Background: an optimization exercise with open tools, aiming at small area, a short achievable clock period and few clock cycles per item. Do not read the settings as production practice.
Only simulation tests tie the RTL to the original design; equivalence was not proved.

==> flow/design.v <==
module control_path(reset_b, clk, dut_xxx_run, dut_computation_done, dut_xxx_busy, start);
  input clk, reset_b, dut_xxx_run, dut_computation_done;
  output dut_xxx_busy;
  output start;
  reg dut_xxx_busy;
  assign start = dut_xxx_run & ~dut_xxx_busy;
  always @(posedge clk)
  begin
    if(!reset_b)
    begin
      dut_xxx_busy <= 1'b0;
    end
    else if(start)
    begin
      dut_xxx_busy <= 1'b1;
    end
    else if(dut_computation_done == 1'b1)
    begin
      dut_xxx_busy <= 1'b0;
    end
  end
endmodule
module multiplier(reset_b, clk, start, w_read_address, w_read_en, x_read_address, x_read_en, w_read_data, x_read_data, g_out, matrix_row_done, carry);
input reset_b, clk, start;
input signed [15:0] x_read_data, w_read_data;
output [11:0] x_read_address;
output [11:0] w_read_address;
output w_read_en, x_read_en;
output carry;
output [18:0] g_out;
output matrix_row_done;
reg [11:0] multiplier_computation;    
reg        reading;
reg        data_valid;                
reg [3:0]  matrix_count;              
reg signed [19:0] gout_value_;
reg [18:0] g_out;
reg carry;
reg matrix_row_done;
wire [3:0] x_done  = multiplier_computation[11:8];
wire [3:0] w_row   = multiplier_computation[7:4];
wire [3:0] element = multiplier_computation[3:0];
assign x_read_address = {3'b000, x_done, element, 1'b0};
assign w_read_address = {3'b000, w_row, element, 1'b0};
assign x_read_en = reading;
assign w_read_en = reading;
wire signed [31:0] check_multiply = x_read_data * w_read_data;
wire signed [19:0] product = {{4{check_multiply[30]}}, check_multiply[30:15]};
wire signed [19:0] row_sum = (matrix_count == 4'd0) ? product : gout_value_ + product;
wire [18:0] row_mag = row_sum[19] ? (~row_sum[18:0] + 19'd1) : row_sum[18:0];
always @(posedge clk)
begin
  if(!reset_b)
  begin
    multiplier_computation <= 12'd0;
    reading <= 1'b0;
    data_valid <= 1'b0;
    matrix_count <= 4'd0;
    matrix_row_done <= 1'b0;
  end
  else
  begin
    matrix_row_done <= 1'b0;
    data_valid <= reading;
    if(start)
    begin
      multiplier_computation <= 12'd0;
      reading <= 1'b1;
      matrix_count <= 4'd0;
    end
    else if(reading)
    begin
      multiplier_computation <= multiplier_computation + 12'd1;
      if(multiplier_computation == 12'hfff)
        reading <= 1'b0;
    end
    if(data_valid)
    begin
      matrix_count <= matrix_count + 4'd1;
      gout_value_ <= row_sum;
      if(matrix_count == 4'd15)
      begin
        g_out <= row_mag;
        carry <= row_sum[19];
        matrix_row_done <= 1'b1;
      end
    end
  end
end
endmodule
module tanh_interpolation(reset_b, clk, start, matrix_row_done, carry, g_out, tanh_read_data, tanh_read_en, tanh_read_address, sram_wr_address, sram_wr_value, sram_wr_en, computation_done);
input reset_b, clk, start, matrix_row_done;
input [18:0] g_out;
input carry;
input [15:0] tanh_read_data;
output computation_done;
output [15:0] sram_wr_value;
output [11:0] tanh_read_address, sram_wr_address;
output sram_wr_en, tanh_read_en;
parameter [2:0]
  s0 = 3'b000,
  s1 = 3'b010,
  s2 = 3'b001,
  s3 = 3'b011,
  s4 = 3'b111;
reg [2:0] current_state;
reg [8:0] count;
reg computation_done;
reg sram_wr_en;
reg [15:0] sram_wr_value;
reg [7:0] sram_wr_index;
wire [11:0] tanh_read_address;
wire tanh_read_en;
reg [18:0] x;
reg neg;
reg signed [15:0] y0;
assign sram_wr_address = {3'b001, sram_wr_index, 1'b0};
wire saturate = (x > 19'd130560);  
assign tanh_read_en = (current_state == s1 && !saturate) || current_state == s2;
assign tanh_read_address = {3'b000, x[16:9], 1'b0} + ((current_state == s2) ? 12'd2 : 12'd0);
wire [8:0] frac = x[8:0];
wire signed [10:0] w0 = 11'sd512 - $signed({2'b00, frac});
wire signed [10:0] w1 = $signed({2'b00, frac});
wire signed [15:0] y1 = tanh_read_data;
wire signed [26:0] y_inter_1 = y0 * w0;
wire signed [26:0] y_inter_2 = y1 * w1;
wire signed [26:0] y = y_inter_1 + y_inter_2;
wire signed [26:0] signed_y_value = -y;
wire [15:0] interp_value = neg ? signed_y_value[24:9] : {1'b0, y[23:9]};
always @(posedge clk)
begin
  if(!reset_b)
  begin
    current_state <= s0;
    computation_done <= 1'b0;
    sram_wr_en <= 1'b0;
    count <= 9'd0;
  end
  else
  begin
    computation_done <= 1'b0;
    sram_wr_en <= 1'b0;
    if(start)
    begin
      current_state <= s0;
      count <= 9'd0;
      sram_wr_index <= 8'd0;
    end
    else
    case(current_state)
      s0:
      begin
        if(matrix_row_done)
        begin
          x <= g_out;
          neg <= carry;
          current_state <= s1;
        end
      end
      s1:
      begin
        if(saturate)
        begin
          sram_wr_value <= neg ? 16'b1000000000010110 : 16'b0111111111101010;
          sram_wr_en <= 1'b1;
          current_state <= s4;
        end
        else
        begin
          current_state <= s2;
        end
      end
      s2:
      begin
        y0 <= tanh_read_data;
        current_state <= s3;
      end
      s3:
      begin
        sram_wr_value <= interp_value;
        sram_wr_en <= 1'b1;
        current_state <= s4;
      end
      s4:
      begin
        sram_wr_index <= sram_wr_index + 8'd1;
        count <= count + 9'd1;
        if(count == 9'd255)
          computation_done <= 1'b1;
        current_state <= s0;
      end
      default:
      begin
        current_state <= s0;
      end
    endcase
  end
end
endmodule
module ECE564MyDesign
	    (
            input  wire               xxx__dut__run            ,
            output wire               dut__xxx__busy           ,  
            input  wire               clk                      ,
            input  wire               reset_b                  ,
            output wire [11:0]        dut__sram__write_address  ,
            output wire [15:0]        dut__sram__write_data     ,
            output wire               dut__sram__write_enable   ,
            output wire [11:0]        dut__sram__read_address   ,
            input  wire [15:0]        sram__dut__read_data      ,
            output wire [11:0]        dut__fmem__read_address   ,
            input  wire [15:0]        fmem__dut__read_data      ,
            output wire [11:0]        dut__gmem__read_address   ,
            input  wire [15:0]        gmem__dut__read_data      ,
            output wire [11:0]        dut__imem__read_address   ,
            input  wire [15:0]        imem__dut__read_data      ,
            output wire [11:0]        dut__omem__read_address   ,
            input  wire [15:0]        omem__dut__read_data      ,
            output wire [11:0]        dut__tanhmem__read_address     ,
            input  wire [15:0]        tanhmem__dut__read_data        ,
            output wire tanhmem__dut__read_enable,
            output wire fmem__dut__read_enable,
            output wire omem__dut__read_enable,
            output wire imem__dut__read_enable,
            output wire gmem__dut__read_enable,
            output wire sram__dut__read_enable
            );
  wire matrix_row_done;
  wire computation_done;
  wire start;
  wire [18:0] g_out_value;
  wire carry_out;
  assign dut__fmem__read_address = 12'd0;
  assign dut__imem__read_address = 12'd0;
  assign dut__omem__read_address = 12'd0;
  assign fmem__dut__read_enable  = 1'b0;
  assign imem__dut__read_enable  = 1'b0;
  assign omem__dut__read_enable  = 1'b0;
  control_path c1(.reset_b(reset_b), .clk(clk), .dut_xxx_run(xxx__dut__run), .dut_computation_done(computation_done), .dut_xxx_busy(dut__xxx__busy), .start(start));
  multiplier m1(.reset_b(reset_b), .clk(clk), .start(start), .w_read_address(dut__gmem__read_address), .x_read_address(dut__sram__read_address), .carry(carry_out), .w_read_data(gmem__dut__read_data), .x_read_data(sram__dut__read_data), .w_read_en(gmem__dut__read_enable), .x_read_en(sram__dut__read_enable), .g_out(g_out_value), .matrix_row_done(matrix_row_done));
  tanh_interpolation t1(.reset_b(reset_b), .clk(clk), .start(start), .matrix_row_done(matrix_row_done), .carry(carry_out), .g_out(g_out_value), .tanh_read_address(dut__tanhmem__read_address), .tanh_read_data(tanhmem__dut__read_data), .tanh_read_en(tanhmem__dut__read_enable), .sram_wr_address(dut__sram__write_address), .sram_wr_value(dut__sram__write_data), .sram_wr_en(dut__sram__write_enable), .computation_done(computation_done));
endmodule
==> flow/run.sh <==
#!/bin/bash
# synth_recipe.tcl (not shown) runs the flow's synth.tcl, then flattens the netlist and writes it again
# the make line also repeats each setting of config.mk as NAME=value (left out here)
make -C /OpenROAD-flow-scripts/flow DESIGN_CONFIG=/design/flow/config.mk WORK_HOME=/design/flow/orfs CLKGATE_MAP_FILE= SYNTH_SCRIPT=/design/flow/synth_recipe.tcl finish
==> flow/config.mk <==
export PLATFORM = sky130hd
export DESIGN_NAME = ECE564MyDesign
export DESIGN_NICKNAME = ECE564MyDesign
export VERILOG_FILES = /design/flow/design.v
export SDC_FILE = /design/flow/constraint.sdc
export NUM_CORES = 4
export LEC_CHECK = 0
export CAP_MARGIN = 20
export CORE_MARGIN = 2
export CORE_UTILIZATION = 40
export SLEW_MARGIN = 20
==> flow/constraint.sdc <==
create_clock -name core_clock -period 12.0 [get_ports {clk}]
set_input_delay 2.4000 -clock core_clock [delete_from_list [all_inputs] [get_ports {clk}]]
set_output_delay 2.4000 -clock core_clock [all_outputs]
set_load 0.01 [all_outputs]
==> out/metrics.cfg <==
[run_status]
status = complete, no violations

[timing]
tightest_slew_ps = 962.3
maxSlewHeadroom = 0.3585
period_needed_ps = 10850
clock.fmax_ghz = 0.09217
fin_hold_ws_ps = 418.7
layout_setup_ws_ps = 1150
drv_slew = 0
finalSetupTns_ps = 0
final-setup-viol-count = 0
hold_viol = 0
fin_crit_sh = 0.9042
rsz0062_at_grt = false
finClkSkew_ps = 21.82

[worst_setup_path]
cp-startpoint = sram__dut__read_data[9]
slowest_delay_ps = 790
cp_slowest_cell = clkdlybuf4s50_1
path_class = in2reg
cp-end-kind = flip-flop
reg2reg_slack_ps = 2630
arrival_ps = 11030
worstRegToRegCells = 28
rr_endpoint = t1.sram_wr_value[14]
rr_startpoint = t1.x[2]
path_max_fanout = 16
crit_top_cell = fa_1
crit_path_start_kind = input pin
crit_required_ps = 12180

[global_routing]
grt_max_degree = 36
grt-ovfl-total = 0
grt_util_all_layers = 0.1866
grt_pass1_vias = 20401
grt_pass1_wl_mm = 105.6
grt_antenna_before_repair = 0

[placement]
place_ws_ps = 688.4
portBuffers = 104
hpwlAfterDp_mm = 50.61
gp_congestion = 0.8325

[worst_hold_path]
min_to = t1.neg
hold_path_class = reg2reg
min_from = m1.carry
hold_depth = 0

[layout]
final_core_util = 0.4402
drive_gt1_frac = 0.03552
num_antenna_cells = 0
multiInputGateArea_mm2 = 0.02116
layout.nets = 3818
fillerInstances = 6876
regArea_mm2 = 0.003684
synthToLayoutAreaGrowth_pct = 8.785

[die]
start_util = 0.4047
chipWidth_um = 267.6
core_mm2 = 0.06871
rows = 96
dieArea_mm2 = 0.07163
num_io_pins = 207
dieHeight_um = 267.6

[routing]
route.detailed.drc = 0
wl_mm = 61.59
drt_pass1_iterations = 5
vias = 18887
detail_route.iter0.violations = 775
antenna_left = 0
viasPerCell = 4.824
wire_per_inst_um = 15.73

[synthesis]
yosysSeqAreaShare = 0.1325
synth_cell_types = 91
syn_area_mm2 = 0.02780
syn-instance-count = 2921
synth_edf_count = 100
yosysWarnings = 3
syn_avg_cell_area_um2 = 9.518
synth-async-reset-ratio = 0
ys_ff_latch = 134
synth-main-ff-cell = edfxtp_1

[clock_network]
clock_sinks = 134
cts_resized = 0
cts.clk_slew.worst_paths_ps = 70
clock-root-buffer = clkbuf_16
cts_tree = yes
max-clock-path-buffers = 2
cts-htree-levels = 4
post_cts_buffers = 0
cts_buffers = 17
worst_skew_pair.late_latency_ps = 450
ctsHoldBuffers = 0

[job]
drv_cap = 0

==> cell usage in the layout, fill, tap and decap left out, types with 34 or more instances in the layout <==
cell / synthesis / final
inv_1: 625 / 625
fa_1: 551 / 551
nand2_1: 324 / 324
and2_1: 297 / 297
ha_1: 197 / 197
clkdlybuf4s50_1: 0 / 104
edfxtp_1: 100 / 100
xnor2_1: 88 / 85
nor2_1: 81 / 81
a21oi_1: 57 / 57
conb_1: 2 / 54
o21ai_0: 42 / 42
xor2_1: 41 / 41
dfxtp_1: 34 / 34
==> final cells by class <==
cell class	instances	area share
clock buffers	17	0.01407
well taps	931	0.03851
inverters	626	0.07769
multi-input cells	2056	0.6997
repair buffers	136	0.04236
clock inverters	15	0.005916
flip-flops and latches	134	0.1218
==> metrics by stage <==
stage,instances,cell area [um2]
6_report,3915,30250
2_1_floorplan,2973,28000
3_3_place_gp,3883,29640
5_1_grt,3915,30250
4_1_cts,3915,30250
3_5_place_dp,3883,29640
==> routing by layer <==
metal  global-route usage  wire length (um)  vias to the layer above
met5                    0                 0                        -
met4              0.03518               750                        0
met3              0.01747              1685                       59
met2               0.3226             30710                      249
met1               0.2565             28450                     9677
li1                     -                 -                     8902
==> worst max-delay path: cells and delay by family <==
family	cells	cell delay [ps]
AOI/OAI and AO/OA	7	1480
xor gates and xnor gates	3	460
adders and majority gates	8	3660
buffers and inverters	5	990
and+or+nand+nor	7	1990
==> synth_stat cells, drive strengths merged, types with 33 or more instances <==
master  instances  area, um2
ha            197       2465
buf            75      529.3
o21ai          56      284.0
edfxtp        100       3003
a21oi          58      301.5
and2          298       1864
dfxtp          34      680.7
xor2           43      391.6
fa            551      11030
nand2         324       1216
a21o           33      247.7
nor2           81      304.0
inv           626       2350
xnor2          89      787.0
clkbuf         81      304.0
==> how the worst max path moves through the flow <==
stage	to	slack, ps
after floorplan	m1.g_out[6]	1900
after global placement	m1.g_out[11]	740
after detailed placement	m1.g_out[16]	690
after CTS	m1.g_out[16]	1170
after global routing	m1.g_out[11]	570
final	m1.g_out[16]	1150
==> registers in the layout, summed over array words and instances (netlist names) <==
name / count
t1.y0: 16
m1.reading: 1
c1.dut_xxx_busy: 1
t1.computation_done: 1
t1.sram_wr_index: 8
t1.neg: 1
t1.sram_wr_en: 1
m1.matrix_count: 4
m1.gout_value_: 20
t1.count: 9
t1.current_state: 3
t1.x: 19
m1.data_valid: 1
m1.multiplier_computation: 12
m1.matrix_row_done: 1
m1.g_out: 19
m1.carry: 1
t1.sram_wr_value: 16
==> cell families (layout without fill, tap and decap cells) <==
logic type,after synthesis,in the layout,share of synthesized area
AOI/OAI and AO/OA,247,247,0.06003
xor gates and xnor gates,132,132,0.04239
and+or+nand+nor,861,861,0.1594
DFF,134,134,0.1325
buffers and inverters,783,794,0.1148
adders and majority gates,748,748,0.4854
other,2,54,0.0002701
muxes,14,14,0.005220
Testbench counts, summed over its fixed seeds: cycles 98,496, results 6,144.

-- what the ideal ports hide --
In the flow no input, the clock included, has a driving cell. The finished layout below was timed again as built, in two steps.
Step 1, drivers: a clkbuf_16 drives clk and a buf_2 each remaining input, both assumed.
Step 2 moves the port delays by t, midway between the first and last clock arrival at a register: inputs arrive t later, outputs are due t later. That takes back most of the time a late clock gives input paths.
a / b / c = ideal ports / drivers / drivers and shift; a / b = the first two.
t, ns: 0.490
slack for setup (ns): 1.150 / 1.178 / 0.688
worst setup path after step 2: input to register
slew at the worst register clock pin (ns): 0.08 / 0.08
After both steps this run still meets setup and hold. For this run, drivers alone change the setup slack by +0.028 ns; drivers and shift together by -0.462 ns.
